Background: an optimization exercise with open tools, aiming at small area. Do not read the settings as production practice. Only simulation tests tie the RTL to the original design; equivalence was not proved. In every run shown here, the design's own scripts or RTL, not TritonCTS, make the clock network. The flow treats the clock pin as an ideal source. Dropping or thinning the clock tree relies on that and would not hold on a real chip. No activity file was given, so power comes from the tool's default toggle rates.

$ cat flow/flow/run.sh
#!/bin/bash
# Own layout flow: the standard flow, with these changes:
#  - synthesis maps the logic with several area-oriented ABC scripts
#    (flow/abc/*.abc) and keeps the smallest result; everything else in
#    synthesis is the standard flow's own script (synth_recipe.tcl)
#  - no buffers are inserted in synthesis for outputs wired straight to a net
#    (SYNTH_INSBUF=0), and the port buffers are buf_1 cells
#  - the clock tree is three buffers driven by the clock port, each feeding a
#    cluster of about a third of the flip-flops (flow/cts_hook.tcl); each
#    is a clkbuf_8, upsized while the estimated slew at its clock pins is high
# Each tool's output goes to the logs under orfs/logs and to flow_make.log here.
set -euo pipefail
W=$(pwd)
export MY_WORK="$W"
export MY_ABC_DIR="$W/flow/abc"
export MY_ABC_TMP="$W"
export SYNTH_INSBUF=0
export BUFFER_PORTS_ARGS="-buffer_cell sky130_fd_sc_hd__buf_1"
export PRE_CTS_TCL="$W/flow/cts_hook.tcl"
export MY_CTS_GROUPS=3
export MY_CTS_BUF=sky130_fd_sc_hd__clkbuf_8
export MY_CTS_SIZES="sky130_fd_sc_hd__clkbuf_16"
export MY_CTS_SLEW=0.11
sed -e "s#SYNTH_SCRIPT=[^ ]*#SYNTH_SCRIPT=$W/flow/my_synth.tcl#" standard.sh > my_standard.sh
grep -q "SYNTH_SCRIPT=$W/flow/my_synth.tcl" my_standard.sh
bash my_standard.sh finish > flow_make.log 2>&1
$ cat flow/flow/abc/a_ds.abc
strash
 &get -n
 &deepsyn -T 20
 &put
 dch -f
 map -a
 topo
$ cat flow/flow/abc/b_m3.abc
strash
 &get -n
 &deepsyn -T 20
 &put
 dch -f
 map -a
 topo
 &get -n
 &nf -R 1000
 &put
$ cat flow/flow/abc/c_F.abc
strash
 &get -n
 &dc2
 &dch -f
 &nf -R 1000
 &put
$ cat flow/flow/abc/f_ds30nf.abc
strash
 &get -n
 &deepsyn -T 30 -S 7
 &put
 dch -f
 map -a
 topo
 &get -n
 &nf -R 1000
 &put
$ cat flow/flow/abc/i_ds20s9.abc
strash
 &get -n
 &deepsyn -T 20 -S 9
 &put
 &dch -f
 &nf -R 1000
 &put
$ cat flow/flow/abc/j_ds_nf2.abc
strash
 &get -n
 &deepsyn -T 20
 &put
 dch -f
 map -a
 topo
 &get -n
 &nf -R 1000
 &put
 &get -n
 &dch -f
 &nf -R 1000
 &put
$ cat flow/flow/abc/k_ds_nf4.abc
strash
 &get -n
 &deepsyn -T 20
 &put
 dch -f
 map -a
 topo
 &get -n
 &nf -R 1000
 &put
 &get -n
 &dch -f
 &nf -R 1000
 &put
 &get -n
 &dch -f
 &nf -R 1000
 &put
 &get -n
 &dch -f
 &nf -R 1000
 &put
$ cat flow/flow/abc/l_ds_dc2nf.abc
strash
 &get -n
 &deepsyn -T 20
 &put
 dch -f
 map -a
 topo
 &get -n
 &nf -R 1000
 &put
 &get -n
 &dc2
 &dch -f
 &nf -R 1000
 &put
$ cat flow/flow/abc/m_ds40_nf2.abc
strash
 &get -n
 &deepsyn -T 40 -S 2
 &put
 dch -f
 map -a
 topo
 &get -n
 &nf -R 1000
 &put
 &get -n
 &dch -f
 &nf -R 1000
 &put
$ cat flow/flow/cts_hook.tcl
# Clock tree: the clock port drives MY_CTS_GROUPS buffers (MY_CTS_BUF)
# directly, each feeding one cluster of flip-flops (k-means on position).
proc clock_tree_synthesis {args} {
  set ng $::env(MY_CTS_GROUPS)
  set bc $::env(MY_CTS_BUF)
  set bufs {}
  set block [ord::get_db_block]
  set net [$block findNet clk]
  set sinks {}
  foreach it [$net getITerms] {
    if {[$it isInputSignal]} {
      set inst [$it getInst]
      set b [$inst getBBox]
      set x [expr {([$b xMin] + [$b xMax]) / 2.0}]
      set y [expr {([$b yMin] + [$b yMax]) / 2.0}]
      lappend sinks [list $x $y "[$inst getName]/[[$it getMTerm] getName]"]
    }
  }
  set sinks [lsort -real -index 0 $sinks]
  set n [llength $sinks]
  # initial centres: slabs in x
  set cen {}
  for {set g 0} {$g < $ng} {incr g} {
    set s [lindex $sinks [expr {(2 * $g + 1) * $n / (2 * $ng)}]]
    lappend cen [list [lindex $s 0] [lindex $s 1]]
  }
  # balanced k-means: each cluster takes at most ceil(n/ng) sinks
  set cap [expr {($n + $ng - 1) / $ng}]
  for {set it 0} {$it < 30} {incr it} {
    set pairs {}
    set i 0
    foreach s $sinks {
      set g 0
      foreach c $cen {
        set d [expr {abs([lindex $s 0] - [lindex $c 0]) + abs([lindex $s 1] - [lindex $c 1])}]
        lappend pairs [list $d $i $g]
        incr g
      }
      incr i
    }
    set pairs [lsort -real -index 0 $pairs]
    set asg [lrepeat $n -1]
    set cnt [lrepeat $ng 0]
    foreach p $pairs {
      lassign $p d i g
      if {[lindex $asg $i] >= 0 || [lindex $cnt $g] >= $cap} continue
      lset asg $i $g
      lset cnt $g [expr {[lindex $cnt $g] + 1}]
    }
    set newcen {}
    for {set g 0} {$g < $ng} {incr g} {
      set sx 0; set sy 0; set k 0
      for {set i 0} {$i < $n} {incr i} {
        if {[lindex $asg $i] == $g} {
          set s [lindex $sinks $i]
          set sx [expr {$sx + [lindex $s 0]}]; set sy [expr {$sy + [lindex $s 1]}]; incr k
        }
      }
      lappend newcen [list [expr {$sx / $k}] [expr {$sy / $k}]]
    }
    set cen $newcen
  }
  for {set g 0} {$g < $ng} {incr g} {
    set pins {}
    for {set i 0} {$i < $n} {incr i} {
      if {[lindex $asg $i] == $g} { lappend pins [get_pins [lindex [lindex $sinks $i] 2]] }
    }
    set c [lindex $cen $g]
    set buf [insert_buffer -buffer_cell $bc -net clk -load_pins $pins \
      -location [list [expr {[lindex $c 0] / 1000.0}] [expr {[lindex $c 1] / 1000.0}]] \
      -buffer_name clkbuf_$g -net_name clknet_$g]
    lappend bufs $buf
  }
  # upsize a buffer while the estimated slew at its flip-flops' clock pins
  # is above MY_CTS_SLEW (ns)
  set sizes $::env(MY_CTS_SIZES)
  set_propagated_clock [all_clocks]
  estimate_parasitics -placement
  foreach buf $bufs {
    set name [get_full_name $buf]
    foreach size $sizes {
      set worst 0
      foreach pin [get_pins -of_objects [get_nets -of_objects [get_pins $name/X]]] {
        if {[get_full_name $pin] eq "$name/X"} continue
        set worst [expr {max($worst, [get_property $pin slew_max])}]
      }
      puts "clock buffer $name [get_property $buf ref_name] slew $worst"
      if {$worst <= $::env(MY_CTS_SLEW)} break
      replace_cell $buf $size
      estimate_parasitics -placement
    }
  }
}
$ cat flow/flow/my_synth.tcl
# The standard flow's synthesis script (synth_recipe.tcl), with ABC's technology mapping
# run with several area-oriented scripts (flow/abc/*.abc) and no delay
# target; the smallest result is kept.
proc abc {args} {
  set j [lsearch -exact $args -D]
  if { $j >= 0 } { set args [lreplace $args $j [expr {$j + 1}]] }
  set i [lsearch -exact $args -script]
  if { $i >= 0 } { set args [lreplace $args $i [expr {$i + 1}]] }
  set lib [lindex $args [expr {[lsearch -exact $args -liberty] + 1}]]
  yosys design -save pre_abc
  set best ""
  set best_area 1e18
  foreach s [lsort [glob $::env(MY_ABC_DIR)/*.abc]] {
    yosys design -load pre_abc
    yosys abc {*}$args -script $s
    yosys tee -q -o $::env(MY_ABC_TMP)/abc_stat.txt stat -liberty $lib
    set f [open $::env(MY_ABC_TMP)/abc_stat.txt r]
    set txt [read $f]
    close $f
    regexp {Chip area for module[^:]*: ([0-9.eE+-]+)} $txt -> area
    puts "abc script [file tail $s]: area $area"
    if { $area < $best_area } { set best_area $area; set best $s }
  }
  yosys design -load pre_abc
  puts "abc script chosen: [file tail $best] (area $best_area)"
  yosys abc {*}$args -script $best
}
source $::env(MY_WORK)/synth_recipe.tcl
$ cat flow/standard.sh
#!/bin/bash
# synth_recipe.tcl (not shown) runs the flow's synth.tcl, then flattens the netlist and writes it again
# the make line also repeats each setting of config.mk as NAME=value (left out here)
make -C /OpenROAD-flow-scripts/flow DESIGN_CONFIG=/design/flow/config.mk WORK_HOME=/design/flow/orfs CLKGATE_MAP_FILE= SYNTH_SCRIPT=/design/flow/synth_recipe.tcl "${@:-finish}"
$ cat flow/config.mk
export PLATFORM = sky130hd
export DESIGN_NAME = ClockWithBtn
export DESIGN_NICKNAME = ClockWithBtn
export VERILOG_FILES = /design/flow/design.v
export SDC_FILE = /design/flow/constraint.sdc
export NUM_CORES = 4
export LEC_CHECK = 0
export CAP_MARGIN = 20
export CORE_AREA = 2.3 2.72 64.86 64.6
export DIE_AREA = 0 0 67.16 67.16
export GPL_TIMING_DRIVEN = 0
export PLACE_DENSITY = 0.95
export SLEW_MARGIN = 20
$ cat flow/constraint.sdc
create_clock -name core_clock -period 10.0 [get_ports {clk}]
set_input_delay 2.0000 -clock core_clock [delete_from_list [all_inputs] [get_ports {clk}]]
set_output_delay 2.0000 -clock core_clock [all_outputs]
set_load 0.01 [all_outputs]
$ cat flow/design.v
module ClockWithBtn #(
    parameter FREQUENCY_IN = 1000
)(
    input  wire       clk,
    input  wire       rst,
    input  wire       en_in,
    input  wire       timerSetupBtn_in,
    input  wire       timerSelectBtn_in,
    input  wire       timerUpBtn_in,
    input  wire       timerDownBtn_in,
    output wire [7:0] bcdSecond_out,
    output wire [7:0] bcdMinute_out,
    output wire [7:0] bcdHour_out
);
reg  [9:0] dv;
reg        p;
wire       dv_term = (dv == 10'b0000111111);
wire       dv_clr  = rst | dv_term;
always @(posedge clk) begin
    dv <= dv_clr ? 10'd0 : {~dv[8:0], ~(dv[2] ^ dv[9])};
    p  <= ~rst & dv_term;
end
reg  [8:0] bk;
reg        w;
wire       bk_term = bk[1] & bk[3] & ~bk[4] & bk[5] & bk[7] & ~bk[8];
wire       bk_clr  = rst | bk_term;
always @(posedge clk) begin
    bk <= bk_clr ? 9'd0 : {~bk[7:0], ~(bk[3] ^ bk[8])};
    w  <= ~rst & (w ^ bk_term);
end
reg  act, s1, s0;
wire idle   = ~act & ~s0;
wire setact = act & ~timerSetupBtn_in & ~timerSelectBtn_in;
wire up     = setact & timerUpBtn_in;
wire dn     = setact & ~timerUpBtn_in & timerDownBtn_in;
wire selS   = ~s1 & ~s0;
wire selM   = s0;
wire selH   = s1;
always @(posedge clk) begin
    if (rst) begin
        act <= 1'b0; s1 <= 1'b0; s0 <= 1'b0;
    end else if (act) begin
        if (timerSetupBtn_in) begin
            act <= 1'b0; s1 <= 1'b1; s0 <= 1'b1;
        end else if (timerSelectBtn_in) begin
            s1 <= s0; s0 <= ~s1 & ~s0;
        end
    end else begin
        act <= idle & timerSetupBtn_in;
        s1  <= 1'b0;
        s0  <= 1'b0;
    end
end
reg  [3:0] su_n, mu_n, hu_n;
reg  [2:0] st_n, mt_n;
reg  [1:0] ht_n;
wire [3:0] su = ~su_n, mu = ~mu_n, hu = ~hu_n;
wire [2:0] st = ~st_n, mt = ~mt_n;
wire [1:0] ht = ~ht_n;
wire tick  = p & en_in & idle & ~timerSetupBtn_in;
wire sec59 = (su == 4'd9) & (st == 3'd5);
wire min59 = (mu == 4'd9) & (mt == 3'd5);
wire incS  = tick | (up & selS);
wire decS  = dn & selS;
wire incM  = (tick & sec59) | (up & selM);
wire decM  = dn & selM;
wire incH  = (tick & sec59 & min59) | (up & selH);
wire decH  = dn & selH;
wire su9 = su[0] & su[3];
wire su0 = ~su[0] & ~su[1] & ~su[2] & ~su[3];
wire mu9 = mu[0] & mu[3];
wire mu0 = ~mu[0] & ~mu[1] & ~mu[2] & ~mu[3];
wire hu9 = hu[0] & hu[3];
wire hu0 = ~hu[0] & ~hu[1] & ~hu[2] & ~hu[3];
wire h23 = ht[1] & hu[0] & hu[1];
wire h00 = hu0 & ~ht[0] & ~ht[1];
wire [3:0] su_t = {
    incS & su[0] & ((su[1] & su[2]) | su[3]) | decS & ~su[0] & ~su[1] & ~su[2],
    incS & su[0] & su[1] | decS & ~su[0] & ~su[1] & (su[2] | su[3]),
    incS & su[0] & ~su[3] | decS & ~su[0] & (su[1] | su[2] | su[3]),
    incS | decS};
wire cS = incS & su9, bS_ = decS & su0;
wire [2:0] st_t = {
    cS & st[0] & (st[1] | st[2]) | bS_ & ~st[0] & ~st[1],
    cS & st[0] & ~st[2] | bS_ & ~st[0] & (st[1] | st[2]),
    cS | bS_};
wire [3:0] mu_t = {
    incM & mu[0] & ((mu[1] & mu[2]) | mu[3]) | decM & ~mu[0] & ~mu[1] & ~mu[2],
    incM & mu[0] & mu[1] | decM & ~mu[0] & ~mu[1] & (mu[2] | mu[3]),
    incM & mu[0] & ~mu[3] | decM & ~mu[0] & (mu[1] | mu[2] | mu[3]),
    incM | decM};
wire cM = incM & mu9, bM_ = decM & mu0;
wire [2:0] mt_t = {
    cM & mt[0] & (mt[1] | mt[2]) | bM_ & ~mt[0] & ~mt[1],
    cM & mt[0] & ~mt[2] | bM_ & ~mt[0] & (mt[1] | mt[2]),
    cM | bM_};
wire [3:0] hu_t = {
    incH & hu[0] & ((hu[1] & hu[2]) | hu[3]) | decH & ~hu[0] & ~hu[1] & ~hu[2] & (hu[3] | ht[0] | ht[1]),
    incH & hu[0] & hu[1] & ~ht[1] | decH & ~hu[0] & ~hu[1] & (hu[2] | hu[3]),
    incH & hu[0] & ~hu[3] | decH & ~hu[0] & (hu[1] | hu[2] | hu[3] | (~ht[0] & ~ht[1])),
    incH | decH};
wire [1:0] ht_t = {
    incH & (hu9 & ht[0] | h23) | decH & hu0 & ~ht[0],
    incH & hu9 | decH & hu0 & (ht[0] | ht[1])};
always @(posedge clk) begin
    su_n <= rst ? 4'hF : su_n ^ su_t;
    st_n <= rst ? 3'h7 : st_n ^ st_t;
    mu_n <= rst ? 4'hF : mu_n ^ mu_t;
    mt_n <= rst ? 3'h7 : mt_n ^ mt_t;
    hu_n <= rst ? 4'hF : hu_n ^ hu_t;
    ht_n <= rst ? 2'h3 : ht_n ^ ht_t;
end
wire bS = act & selS & ~w;
wire bM = act & selM & ~w;
wire bH = act & selH & ~w;
assign bcdSecond_out = {bS, ~(st_n & {3{~bS}}), ~(su_n & {4{~bS}})};
assign bcdMinute_out = {bM, ~(mt_n & {3{~bM}}), ~(mu_n & {4{~bM}})};
assign bcdHour_out   = {bH, bH, ~(ht_n & {2{~bH}}), ~(hu_n & {4{~bH}})};
endmodule
==> results.yml, run 1 <==
clocking:
  post-cts-setup-buffers: 0
  cts_resized: 0
  clk_pin_slew_worst_paths_ps: 90
  clk_latency_ps: 150
  cts_hold_buf: 0
worst_setup_path:
  crit_chain: "buf_1, nor3b_1, and3b_1, and3_1, nand4_1, clkinv_1, nand3_1, a21boi_0, a21oi_1, o21ai_0"
  crit_cells: 10
  cp-start-kind: "input port"
  r2r_start: "s0$_SDFFE_PP0P_"
  max_stage_delay_ps: 340
  crit_type: "in -> reg"
  critPathMaxFanout: 7
  crit_arrival_ps: 3800
  worst-r2r-setup-slack_ps: 7800
  worstSetupEndpoint: "mt_n[1]$_SDFF_PP1_"
  crit_family: "simple AND/OR/NAND/NOR gates"
  rr_worst_depth: 9
  endpoint_kind: "register"
  slowest_stage: "and3b_1"
  cp.buffers_inverters: 2
  reg2reg_to: "hu_n[2]$_SDFF_PP1_"
  startpoint: "timerSetupBtn_in"
  crit_required_ps: 10040
final_layout:
  syn2layout_area_growth_pct: 12.1
  fin_util: 0.533
  nFillCells: 388
  drive_above_1_share: 0.0154
  final_cells: 308
  n_antenna_cell: 0
  finalNetCount: 269
min_path:
  holdPathStages: 1
  hp-class: "reg -> reg"
logic_synthesis:
  synthCells: 227
  synth-seq-cells: 44
  synth.distinct_cells: 29
  yosys_warnings: 1
  syn_area_um2: 1780
  syn_avg_cell_area_um2: 7.84
  syn-num-nets: 234
  synth_seq_area_share: 0.495
sta:
  fin_tns_setup_ps: 0
  setup_viol: 0
  max_freq_ghz: 0.266
  layout_min_cycle_time_ps: 3750
  rsz0062_at_grt: "false"
  slew_headroom: 0.611
  skew_ps: 6.69
  fin_crit_sh: 0.375
  maxSlewViolCount: 0
  worst_pin_slew_ps: 583
  hold_viol: 0
floorplanning:
  ios: 31
  die-area_um2: 4510
  std_cell_rows: 22
  die_height_um: 67.2
  die_w_um: 67.2
  start_util: 0.476
  core_um2: 3740
power_and_ir_drop:
  power_uw: 281
  p_leak_nw: 0.848
  peakVddDrop_mv: 0.0681
  power.density_nw_per_um2: 141
detailed_routing:
  drt-initial-drc-count: 160
  drc: 0
  ant_nets: 0
  drt_wl_total_um: 3630
  vias_per_cell: 5.48
  drt-pass1-iter-count: 4
  wire_per_inst_um: 11.8
  vias: 1687
place:
  dpl.cell_count: 305
  post-dp-hpwl_um: 2610
  place_congestion: 0.847
  portBuffers: 30
global_routing:
  grt_max_degree: 34
  antenna_found_initial: 0
  grt_pass1_wl_um: 5860
  grt_overflow: 0
  grt_pass1_vias: 1382
  track_usage: 0.160
outcome:
  outcome: "complete, no violations"
run:
  max-cap-violations: 0
==> flip-flops by register name (all words and copies together), names as in the netlist <==
name,flops
bk,9
mt_n,3
p,1
dv,10
su_n,4
s0,1
hu_n,4
act,1
ht_n,2
mu_n,4
s1,1
w,1
st_n,3
==> per-layer routing <==
layer,vias up,routed length [µm],global-route usage
li1,869,-,-
met1,748,1750,0.216
met2,62,1580,0.274
met3,8,229,0.0167
met4,0,70,0.0383
met5,-,0,0
==> cell usage after synthesis (all sizes together) <==
master / number / share of area
nand4: 5 / 0.018
o311ai: 2 / 0.0098
and3: 2 / 0.0070
o21bai: 1 / 0.0042
nand2: 36 / 0.076
nand2b: 3 / 0.011
o32ai: 1 / 0.0049
mux2i: 1 / 0.0056
nand4b: 1 / 0.0049
xor2: 1 / 0.0049
a32oi: 1 / 0.0049
nor2: 37 / 0.078
nor2b: 1 / 0.0035
and4: 1 / 0.0049
a22oi: 4 / 0.017
a31oi: 2 / 0.0070
or2: 4 / 0.014
nor3b: 1 / 0.0042
o21ai: 18 / 0.051
and2: 2 / 0.0070
and3b: 1 / 0.0049
clkinv: 9 / 0.019
nor3: 7 / 0.020
a21boi: 3 / 0.013
dfxtp: 44 / 0.49
o211ai: 1 / 0.0042
nor4: 2 / 0.0070
a21oi: 30 / 0.084
nand3: 6 / 0.017
==> stage by stage <==
step / hold slack (ps) / setup WS, ps / area (µm²)
5_1_grt: 399 / 6020 / 2000
4_1_cts: 393 / 6240 / 2000
2_1_floorplan: 368 / 6520 / 1780
3_3_place_gp: 371 / 6090 / 1950
6_report: 389 / 6250 / 2000
3_5_place_dp: 380 / 6090 / 1950
==> logic make-up (layout without fill, tap and decap cells) <==
group                  after synthesis  count (layout)  synth area share
AO/OA/AOI/OAI                       63              63             0.200
XOR/XNOR                             1               1           0.00492
buffers and inverters                9              42            0.0190
multiplexers                         1               1           0.00562
AND/OR/NAND/NOR                    109             109             0.276
flip-flops                          44              44             0.495
==> power by group <==
part / switching [mW] / internal, mW
Combinational: 0.0145 / 0.00756
Clock: 0.0434 / 0.0277
Sequential: 0.00508 / 0.182
==> layout by cell type (no fill, tap or decap), drive strengths merged, types with 3 or more instances in the layout <==
cell / synthesis / final
nor3: 7 / 7
or2: 4 / 4
a21oi: 30 / 30
buf: 0 / 30
clkbuf: 0 / 3
nor2: 37 / 37
clkinv: 9 / 9
a22oi: 4 / 4
nand3: 6 / 6
o21ai: 18 / 18
a21boi: 3 / 3
dfxtp: 44 / 44
nand2b: 3 / 3
nand2: 36 / 36
nand4: 5 / 5
==> area by class of cell, without the clock buffers <==
class                      instances  area (µm²)  area share
inverter                           9        33.8      0.0169
multi-input combinational        174         866       0.434
sequential                        44         881       0.441
timing repair buffer              30         114      0.0571
tap                               48        60.1      0.0301
==> how the worst min path moves through the flow <==
stage                     slack [ps]             start          endpoint
after floorplan                  370  bk[0]$_SDFF_PP0_  bk[1]$_SDFF_PP0_
after global placement           370  bk[6]$_SDFF_PP0_  bk[7]$_SDFF_PP0_
after detailed placement         380  bk[6]$_SDFF_PP0_  bk[7]$_SDFF_PP0_
after CTS                        390  bk[0]$_SDFF_PP0_  bk[1]$_SDFF_PP0_
after global routing             400  bk[6]$_SDFF_PP0_  bk[7]$_SDFF_PP0_
final                            390  bk[0]$_SDFF_PP0_  bk[1]$_SDFF_PP0_
==> run 2: changes to the inputs <==
==> flow/flow/run.sh (replaced) <==
#!/bin/bash
# Own layout flow: the standard flow, with these changes:
#  - synthesis maps the logic with several area-oriented ABC scripts
#    (flow/abc/*.abc) and keeps the smallest result; everything else in
#    synthesis is the standard flow's own script (synth_recipe.tcl)
#  - no buffers are inserted in synthesis for outputs wired straight to a net
#    (SYNTH_INSBUF=0), and the port buffers are buf_1 cells
#  - the clock tree is four buffers driven by the clock port, each feeding a
#    cluster of about a quarter of the flip-flops (flow/cts_hook.tcl); each
#    is a clkbuf_4, upsized while the estimated slew at its clock pins is high
# Each tool's output goes to the logs under orfs/logs and to flow_make.log here.
set -euo pipefail
W=$(pwd)
export MY_WORK="$W"
export MY_ABC_DIR="$W/flow/abc"
export MY_ABC_TMP="$W"
export SYNTH_INSBUF=0
export BUFFER_PORTS_ARGS="-buffer_cell sky130_fd_sc_hd__buf_1"
export PRE_CTS_TCL="$W/flow/cts_hook.tcl"
export MY_CTS_GROUPS=4
export MY_CTS_BUF=sky130_fd_sc_hd__clkbuf_4
export MY_CTS_SIZES="sky130_fd_sc_hd__clkbuf_8 sky130_fd_sc_hd__clkbuf_16"
export MY_CTS_SLEW=0.11
sed -e "s#SYNTH_SCRIPT=[^ ]*#SYNTH_SCRIPT=$W/flow/my_synth.tcl#" standard.sh > my_standard.sh
grep -q "SYNTH_SCRIPT=$W/flow/my_synth.tcl" my_standard.sh
bash my_standard.sh finish > flow_make.log 2>&1
==> run 2 against run 1 <==
Compared with the run above: still clean; die area did not move; clock skew grew 31 ps; sequential share of layout area about the same; sequential cell count is the same; core utilization barely moved; largest cell class unchanged.
==> results.yml, run 2 <==
detailed_routing:
  drt_wl_total_um: 3630
  ant_nets: 0
  wire_per_inst_um: 11.7
  vias_per_cell: 5.40
  vias: 1670
  drt-initial-drc-count: 126
  drt-pass1-iter-count: 4
  drc: 0
floorplanning:
  start_util: 0.476
  die-area_um2: 4510
  die_height_um: 67.2
  die_w_um: 67.2
  std_cell_rows: 22
  core_um2: 3740
  ios: 31
power_and_ir_drop:
  power_switching_uw: 63.4
  intPower_uw: 218
  power_switching_share: 0.225
  power.density_nw_per_um2: 141
  p_leak_nw: 0.850
  combinationalPowerShare: 0.078
  peakVddDrop_mv: 0.0844
  power_frac_clock: 0.255
  p_seq_frac: 0.667
run:
  max-cap-violations: 0
worst_setup_path:
  cp-start-kind: "input port"
  cp.buffers_inverters: 2
  critPathMaxFanout: 7
  slowest_stage: "and3b_1"
  rr_worst_depth: 9
  crit_type: "in -> reg"
  max_stage_delay_ps: 340
  crit_required_ps: 10070
  crit_arrival_ps: 3810
  crit_family: "simple AND/OR/NAND/NOR gates"
  crit_chain: "buf_1, nor3b_1, and3b_1, and3_1, nand4_1, clkinv_1, nand3_1, a21boi_0, a21oi_1, o21ai_0"
  crit_cells: 10
  endpoint_kind: "register"
logic_synthesis:
  ys.flop_type: "dfxtp_1"
  synth.top_cells.by_count: "dfxtp_1, nor2_1, nand2_1"
  synth_most_common_cell: "dfxtp_1"
  yosysTopAreaCellShare: 0.495
  synthArstFlopShare: 0
  syn-num-nets: 234
  yosys-top-cells-area: "dfxtp_1, a21oi_1, nor2_1"
  syn_area_um2: 1780
  synth-seq-cells: 44
  syn_avg_cell_area_um2: 7.84
  synth_seq_area_share: 0.495
  synth_edf_count: 0
  synthCells: 227
  synth.distinct_cells: 29
  yosys_warnings: 1
  yosysTopAreaCell: "dfxtp_1"
sta:
  slew_headroom: 0.606
  worst_pin_slew_ps: 590
  fin_crit_sh: 0.374
  layout_min_cycle_time_ps: 3740
  maxSlewViolCount: 0
  setup_viol: 0
  hold_viol: 0
  rsz0062_at_grt: "false"
  fin_tns_setup_ps: 0
  max_freq_ghz: 0.267
  skew_ps: 37.8
  fin_hold_ws_ps: 342
global_routing:
  track_usage: 0.162
  grt_overflow: 0
  grt_pass1_vias: 1421
  grt_max_degree: 34
  antenna_found_initial: 0
  grt_pass1_wl_um: 5950
clocking:
  clk_pin_slew_worst_paths_ps: 110
  cts_resized: 0
  clk_latency_ps: 170
  post-cts-setup-buffers: 0
  cts_hold_buf: 0
final_layout:
  reg_top3: "dv (10), bk (9)"
  largest_register_ffs: 10
  layout_commonest_cell: "dfxtp_1"
  n_antenna_cell: 0
  syn2layout_area_growth_pct: 12.2
  drive_above_1_share: 0.0192
  regMostFlops: "dv"
  finalNetCount: 270
  fin_util: 0.533
  layout_common_cells: "dfxtp_1, nor2_1, nand2_1"
place:
  post-dp-hpwl_um: 2610
  portBuffers: 30
  place_congestion: 0.847
min_path:
  hp-class: "reg -> reg"
  holdPathStages: 1
outcome:
  outcome: "complete, no violations"
==> run 2: cell counts after synthesis <==
No cell type changed its count.
==> run 2: power groups by stage <==
stage	logic, mW	clock network (mW)	registers, mW
after global placement	0.0211	0	0.191
after CTS	0.0223	0.0723	0.188
after detailed placement	0.0223	0	0.192
after global routing	0.0251	0.0783	0.189
final	0.0220	0.0718	0.188
after floorplan	0.0134	0	0.190
==> run 2: final timing paths <==
path	start	end	slack [ps]
worst min register to register	bk[2]$_SDFF_PP0_	bk[3]$_SDFF_PP0_	340
worst max-delay path	timerSetupBtn_in	mt_n[1]$_SDFF_PP1_	6260
worst min-delay path	bk[2]$_SDFF_PP0_	bk[3]$_SDFF_PP0_	340
worst max register to register	s0$_SDFFE_PP0P_	hu_n[2]$_SDFF_PP1_	7750
==> run 2: worst register-to-register path, delay by kind of cell (launching register included) <==
family | cells | cell delay, ps
flip-flops | 1 | 410
AO/OA/AOI/OAI | 4 | 400
AND/OR/NAND/NOR | 5 | 1290
==> run 2: cell families (layout without fill, tap and decap cells) <==
family,count (synthesis),count (layout),synth area share
AO/OA/AOI/OAI,63,63,0.200
XOR/XNOR,1,1,0.00492
buffers and inverters,9,43,0.0190
flip-flops,44,44,0.495
multiplexers,1,1,0.00562
AND/OR/NAND/NOR,109,109,0.276
==> run 2: cell type report, without the clock buffers <==
| type | count | area [µm²] |
|---|---|---|
| fill | 384 | 1750 |
| inverter | 9 | 33.8 |
| multi-input combinational | 174 | 866 |
| sequential | 44 | 881 |
| tap | 48 | 60.1 |
| timing repair buffer | 30 | 114 |
==> run 2: routing by layer <==
metal / share of wire / track usage / routed length, µm
met4: 0.016 / 0.0383 / 57
met1: 0.47 / 0.216 / 1690
met2: 0.45 / 0.280 / 1630
met3: 0.070 / 0.0200 / 253
met5: 0 / 0 / 0
==> run 2: through the flow <==
| stage | cell area [µm²] | power, mW | cells | setup WS, ps |
|---|---|---|---|---|
| floorplan | 1780 | 0.204 | 227 | 6520 |
| global placement | 1950 | 0.212 | 305 | 6090 |
| detailed placement | 1950 | 0.214 | 305 | 6090 |
| CTS | 2000 | 0.282 | 309 | 6280 |
| global route | 2000 | 0.292 | 309 | 6040 |
| finish | 2000 | 0.281 | 309 | 6260 |
==> run 3: changes to the inputs <==
==> flow/design.v (replaced) <==
module ClockWithBtn #(
    parameter FREQUENCY_IN = 1000
)(
    input  wire       clk,
    input  wire       rst,
    input  wire       en_in,
    input  wire       timerSetupBtn_in,
    input  wire       timerSelectBtn_in,
    input  wire       timerUpBtn_in,
    input  wire       timerDownBtn_in,
    output wire [7:0] bcdSecond_out,
    output wire [7:0] bcdMinute_out,
    output wire [7:0] bcdHour_out
);
reg  [9:0] dv;
reg        p;
wire       dv_term = (dv == 10'b0000111111);
wire       dv_clr  = rst | dv_term;
always @(posedge clk) begin
    dv <= dv_clr ? 10'd0 : {~dv[8:0], ~(dv[2] ^ dv[9])};
    p  <= ~rst & dv_term;
end
reg  [8:0] bk;
reg        w;
wire       bk_term = bk[1] & bk[3] & ~bk[4] & bk[5] & bk[7] & ~bk[8];
wire       bk_clr  = rst | bk_term;
always @(posedge clk) begin
    bk <= bk_clr ? 9'd0 : {~bk[7:0], ~(bk[3] ^ bk[8])};
    w  <= ~rst & (w ^ bk_term);
end
reg  act, s1, s0;
wire idle   = ~act & ~s0;
wire setact = act & ~timerSetupBtn_in & ~timerSelectBtn_in;
wire selS   = ~s1 & ~s0;
wire selM   = s0;
wire selH   = s1;
always @(posedge clk) begin
    if (rst) begin
        act <= 1'b0; s1 <= 1'b0; s0 <= 1'b0;
    end else if (act) begin
        if (timerSetupBtn_in) begin
            act <= 1'b0; s1 <= 1'b1; s0 <= 1'b1;
        end else if (timerSelectBtn_in) begin
            s1 <= s0; s0 <= ~s1 & ~s0;
        end
    end else begin
        act <= idle & timerSetupBtn_in;
        s1  <= 1'b0;
        s0  <= 1'b0;
    end
end
reg  [3:0] su_n, mu_n, hu_n;
reg  [2:0] st_n, mt_n;
reg  [1:0] ht_n;
wire [3:0] su = ~su_n, mu = ~mu_n, hu = ~hu_n;
wire [2:0] st = ~st_n, mt = ~mt_n;
wire [1:0] ht = ~ht_n;
wire tick  = p & en_in & idle & ~timerSetupBtn_in;
wire sec59 = su[0] & su[3] & st[0] & st[2];
wire min59 = mu[0] & mu[3] & mt[0] & mt[2];
wire btn = setact & (timerUpBtn_in | timerDownBtn_in);
wire d   = act & ~timerUpBtn_in & timerDownBtn_in;
wire eS  = tick | (btn & selS);
wire eM  = (tick & sec59) | (btn & selM);
wire eH  = (tick & sec59 & min59) | (btn & selH);
wire [3:0] su_t = {
    eS & (d ? ~su[0] & ~su[1] & ~su[2] : su[0] & ((su[1] & su[2]) | su[3])),
    eS & (d ? ~su[0] & ~su[1] & (su[2] | su[3]) : su[0] & su[1]),
    eS & (d ? ~su[0] & (su[1] | su[2] | su[3]) : su[0] & ~su[3]),
    eS};
wire eST = eS & (d ? ~su[0] & ~su[1] & ~su[2] & ~su[3] : su[0] & su[3]);
wire [2:0] st_t = {
    eST & (d ? ~st[0] & ~st[1] : st[0] & (st[1] | st[2])),
    eST & (d ? ~st[0] & (st[1] | st[2]) : st[0] & ~st[2]),
    eST};
wire [3:0] mu_t = {
    eM & (d ? ~mu[0] & ~mu[1] & ~mu[2] : mu[0] & ((mu[1] & mu[2]) | mu[3])),
    eM & (d ? ~mu[0] & ~mu[1] & (mu[2] | mu[3]) : mu[0] & mu[1]),
    eM & (d ? ~mu[0] & (mu[1] | mu[2] | mu[3]) : mu[0] & ~mu[3]),
    eM};
wire eMT = eM & (d ? ~mu[0] & ~mu[1] & ~mu[2] & ~mu[3] : mu[0] & mu[3]);
wire [2:0] mt_t = {
    eMT & (d ? ~mt[0] & ~mt[1] : mt[0] & (mt[1] | mt[2])),
    eMT & (d ? ~mt[0] & (mt[1] | mt[2]) : mt[0] & ~mt[2]),
    eMT};
wire hz = ~ht[0] & ~ht[1];
wire [3:0] hu_t = {
    eH & (d ? ~hu[0] & ~hu[1] & ~hu[2] & (hu[3] | ~hz) : hu[0] & ((hu[1] & hu[2]) | hu[3])),
    eH & (d ? ~hu[0] & ~hu[1] & (hu[2] | hu[3]) : hu[0] & hu[1] & ~ht[1]),
    eH & (d ? ~hu[0] & (hu[1] | hu[2] | hu[3] | hz) : hu[0] & ~hu[3]),
    eH};
wire hu9 = hu[0] & hu[3];
wire hu0 = ~hu[0] & ~hu[1] & ~hu[2] & ~hu[3];
wire [1:0] ht_t = {
    eH & (d ? hu0 & ~ht[0] : (hu9 & ht[0]) | (ht[1] & hu[0] & hu[1])),
    eH & (d ? hu0 & ~hz : hu9)};
always @(posedge clk) begin
    su_n <= rst ? 4'hF : su_n ^ su_t;
    st_n <= rst ? 3'h7 : st_n ^ st_t;
    mu_n <= rst ? 4'hF : mu_n ^ mu_t;
    mt_n <= rst ? 3'h7 : mt_n ^ mt_t;
    hu_n <= rst ? 4'hF : hu_n ^ hu_t;
    ht_n <= rst ? 2'h3 : ht_n ^ ht_t;
end
wire bS = act & selS & ~w;
wire bM = act & selM & ~w;
wire bH = act & selH & ~w;
assign bcdSecond_out = {bS, ~(st_n & {3{~bS}}), ~(su_n & {4{~bS}})};
assign bcdMinute_out = {bM, ~(mt_n & {3{~bM}}), ~(mu_n & {4{~bM}})};
assign bcdHour_out   = {bH, bH, ~(ht_n & {2{~bH}}), ~(hu_n & {4{~bH}})};
endmodule
==> flow/flow/run.sh (replaced) <==
#!/bin/bash
# Own layout flow: the standard flow, with these changes:
#  - synthesis maps the logic with an area-oriented ABC script (flow/area.abc);
#    everything else in synthesis is the standard flow's own script (synth_recipe.tcl)
#  - the port buffers are buf_1 cells
#  - the clock tree is four buffers driven by the clock port, each feeding a
#    cluster of about a quarter of the flip-flops (flow/cts_hook.tcl); each
#    is a clkbuf_4, upsized while the estimated slew at its clock pins is high
# Each tool's output goes to the logs under orfs/logs and to flow_make.log here.
set -euo pipefail
W=$(pwd)
export MY_WORK="$W"
export MY_ABC_SCRIPT="$W/flow/area.abc"
export BUFFER_PORTS_ARGS="-buffer_cell sky130_fd_sc_hd__buf_1"
export PRE_CTS_TCL="$W/flow/cts_hook.tcl"
export MY_CTS_GROUPS=4
export MY_CTS_BUF=sky130_fd_sc_hd__clkbuf_4
export MY_CTS_SIZES="sky130_fd_sc_hd__clkbuf_8 sky130_fd_sc_hd__clkbuf_16"
export MY_CTS_SLEW=0.11
sed -e "s#SYNTH_SCRIPT=[^ ]*#SYNTH_SCRIPT=$W/flow/my_synth.tcl#" standard.sh > my_standard.sh
grep -q "SYNTH_SCRIPT=$W/flow/my_synth.tcl" my_standard.sh
bash my_standard.sh finish > flow_make.log 2>&1
==> flow/flow/area.abc (new file) <==
strash
 &get -n
 &deepsyn -T 20
 &put
 dch -f
 map -a
 topo
==> flow/flow/my_synth.tcl (replaced) <==
# The standard flow's synthesis script (synth_recipe.tcl), with ABC's technology mapping
# run with an area-oriented script and no delay target.
proc abc {args} {
  set i [lsearch -exact $args -script]
  if { $i >= 0 } { set args [lreplace $args $i [expr {$i + 1}] -script $::env(MY_ABC_SCRIPT)] }
  set j [lsearch -exact $args -D]
  if { $j >= 0 } { set args [lreplace $args $j [expr {$j + 1}]] }
  yosys abc {*}$args
}
source $::env(MY_WORK)/synth_recipe.tcl
==> flow/config.mk (replaced) <==
export PLATFORM = sky130hd
export DESIGN_NAME = ClockWithBtn
export DESIGN_NICKNAME = ClockWithBtn
export VERILOG_FILES = /design/flow/design.v
export SDC_FILE = /design/flow/constraint.sdc
export NUM_CORES = 4
export LEC_CHECK = 0
export CAP_MARGIN = 20
export CORE_MARGIN = 2
export CORE_UTILIZATION = 40
export PLACE_DENSITY = 0.6
export SLEW_MARGIN = 20
removed: flow/flow/abc/a_ds.abc
removed: flow/flow/abc/b_m3.abc
removed: flow/flow/abc/c_F.abc
removed: flow/flow/abc/f_ds30nf.abc
removed: flow/flow/abc/i_ds20s9.abc
removed: flow/flow/abc/j_ds_nf2.abc
removed: flow/flow/abc/k_ds_nf4.abc
removed: flow/flow/abc/l_ds_dc2nf.abc
removed: flow/flow/abc/m_ds40_nf2.abc
==> run 3 against run 2 <==
Compared with the run above: still clean on timing, DRC and antenna; critical path depth is the same; clock power shrank 2%; die area increased by 18%; largest cell class unchanged.
==> results.yml, run 3 <==
outcome:
  outcome: "complete, no violations"
power_and_ir_drop:
  peakVddDrop_mv: 0.0828
  p_leak_nw: 0.907
  power.density_nw_per_um2: 133
detailed_routing:
  wire_per_inst_um: 10.7
  drt-pass1-iter-count: 4
  vias_per_cell: 4.90
  ant_nets: 0
  vias: 1724
  drt-initial-drc-count: 66
  drt_wl_total_um: 3780
  drc: 0
logic_synthesis:
  syn_avg_cell_area_um2: 7.11
  synthArstFlopShare: 0
  synth-adder-area-share: 0
  synth_xor_area_frac: 0.0138
  yosys_warnings: 1
  synth_top_family_by_area: "simple AND/OR/NAND/NOR gates"
  yosys-mux-area-fraction: 0
  synth_most_common_cell: "nor2_1"
  synth.top_cells.by_count: "nor2_1, dfxtp_1, nand2_1"
  yosysTopAreaCell: "dfxtp_1"
  synth-compound-area-share: 0.194
  yosys-top-cells-area: "dfxtp_1, nor2_1, o21ai_0"
  synth_seq_area_share: 0.464
  synth-seq-cells: 44
  synthCells: 267
  syn_area_um2: 1900
  synth-simple-area-share: 0.237
  yosysTopAreaCellShare: 0.464
  ys.flop_type: "dfxtp_1"
  synth_edf_count: 0
  syn-num-nets: 274
  synth.distinct_cells: 21
worst_setup_path:
  crit_arrival_ps: 4270
  crit_required_ps: 10070
  critPathMaxFanout: 6
  max_stage_delay_ps: 570
  endpoint_kind: "register"
  slowest_stage: "or4_2"
  crit_family: "simple AND/OR/NAND/NOR gates"
  crit_top_cell: "o21ai_0"
  cp-start-kind: "input port"
  crit_chain: "buf_1, clkinv_1, nand4_1, or4_2, or4_2, o21ai_0, o21ai_0, nor3_1, a21oi_1, o21ai_0"
  cp.buffers_inverters: 2
  worst-r2r-setup-slack_ps: 7300
  crit_type: "in -> reg"
sta:
  fin_hold_ws_ps: 388
  hold_viol: 0
  slew_headroom: 0.547
  layout_min_cycle_time_ps: 4200
  setup_slack_ps: 5800
  rsz0062_at_grt: "false"
  fin_crit_sh: 0.420
  maxSlewViolCount: 0
  fin_tns_setup_ps: 0
  max_freq_ghz: 0.238
  skew_ps: 24.2
  setup_viol: 0
  worst_pin_slew_ps: 677
final_layout:
  finalNetCount: 307
  layout_common_cells: "nor2_1, dfxtp_1, nand2_1"
  syn2layout_area_growth_pct: 10.5
  fin_area_um2: 2100
  n_antenna_cell: 0
  largest_register_ffs: 10
  layout_commonest_cell: "nor2_1"
  drive_above_1_share: 0.0302
  regMostFlops: "dv"
  reg_top3: "dv (10), bk (9)"
place:
  post-dp-hpwl_um: 2870
  dp_slack_ps: 5660
  place_congestion: 0.825
  portBuffers: 30
  placed_cell_area_um2: 2060
global_routing:
  grt_overflow: 0
  grt_pass1_vias: 1490
  antenna_found_initial: 0
  track_usage: 0.144
  grt_pass1_wl_um: 6420
  grt_max_degree: 25
clocking:
  cts_resized: 0
  post-cts-setup-buffers: 0
  clk_pin_slew_worst_paths_ps: 100
  clk_latency_ps: 160
  cts_hold_buf: 0
floorplanning:
  die_w_um: 72.9
  die-area_um2: 5310
  die_height_um: 72.9
  ios: 31
  std_cell_rows: 25
  core_um2: 4660
  start_util: 0.407
run:
  max-cap-violations: 0
min_path:
  hp-class: "reg -> reg"
run 3: layout make-up, without the clock buffers:
class | instances | area (µm²)
fill | 491 | 2560
inverter | 38 | 143
multi-input combinational | 181 | 845
sequential | 44 | 881
tap | 54 | 67.6
timing repair buffer | 31 | 120
run 3: cell families after synthesis:
| group | after synthesis |
|---|---|
| buffers and inverters | 42 |
| AO/OA/AOI/OAI | 70 |
| AND/OR/NAND/NOR | 108 |
| XOR/XNOR | 3 |
| flip-flops | 44 |
run 3: per-stage QoR:
step | power [mW] | utilization | std cells
3_5_place_dp | 0.213 | 0.441 | 348
6_report | 0.279 | 0.450 | 352
4_1_cts | 0.285 | 0.450 | 352
5_1_grt | 0.293 | 0.450 | 352
3_3_place_gp | 0.213 | 0.441 | 348
2_1_floorplan | 0.205 | - | 267
run 3: report_power, final:
group	internal, mW	leakage (nW)	total [mW]	switching, mW
combinational	0.00761	0.522	0.0232	0.0156
sequential	0.182	0.362	0.186	0.00388
clock	0.0279	0.0236	0.0703	0.0424
run 3: routing by layer:
metal	wire, µm	track usage	vias up
li1	-	-	939
met1	1840	0.190	751
met2	1730	0.260	31
met3	172	0.0180	3
met4	40	0.0185	0
met5	0	0	-
run 3: path summary, 6_finish.rpt:
| path | from | end | cells past startpoint |
|---|---|---|---|
| setup reg to reg | s0$_SDFFE_PP0P_ | hu_n[1]$_SDFF_PP1_ | 9 |
| hold reg to reg | bk[2]$_SDFF_PP0_ | bk[3]$_SDFF_PP0_ | 1 |
| setup / recovery | timerSetupBtn_in | hu_n[1]$_SDFF_PP1_ | 10 |
| hold / removal | bk[2]$_SDFF_PP0_ | bk[3]$_SDFF_PP0_ | 1 |

[re-timing with driven ports]
How much do the figures lean on ideal ports? The routed layouts below were timed once more, with nothing changed but the port constraints.
Step 1 sets driving cells, clkbuf_16 on the clock port and buf_2 on the other inputs (assumed; they add their load-dependent delay and slew).
Step 2, shift: input delay + t, output delay - t, t = (earliest + latest rising clock arrival at the registers) / 2. This alone moves slack from input paths to output paths.
a / b / c = ideal ports / drivers / drivers and shift; a / b = the first two.
run	shift t [ns]	setup slack, ns	hold slack, ns	latest minus earliest clock arrival (ns)
run 1	0.191	6.245 / 6.257 / 6.066	0.389 / 0.389 / 0.389	0.008 / 0.008
run 2	0.197	6.257 / 6.270 / 6.073	0.342 / 0.342 / 0.342	0.038 / 0.038
run 3	0.194	5.802 / 5.829 / 5.635	0.388 / 0.388 / 0.388	0.025 / 0.025
After both steps every run listed still meets setup and hold. For run 2, which loses most, drivers alone change the setup slack by +0.013 ns; drivers and shift together by -0.184 ns.
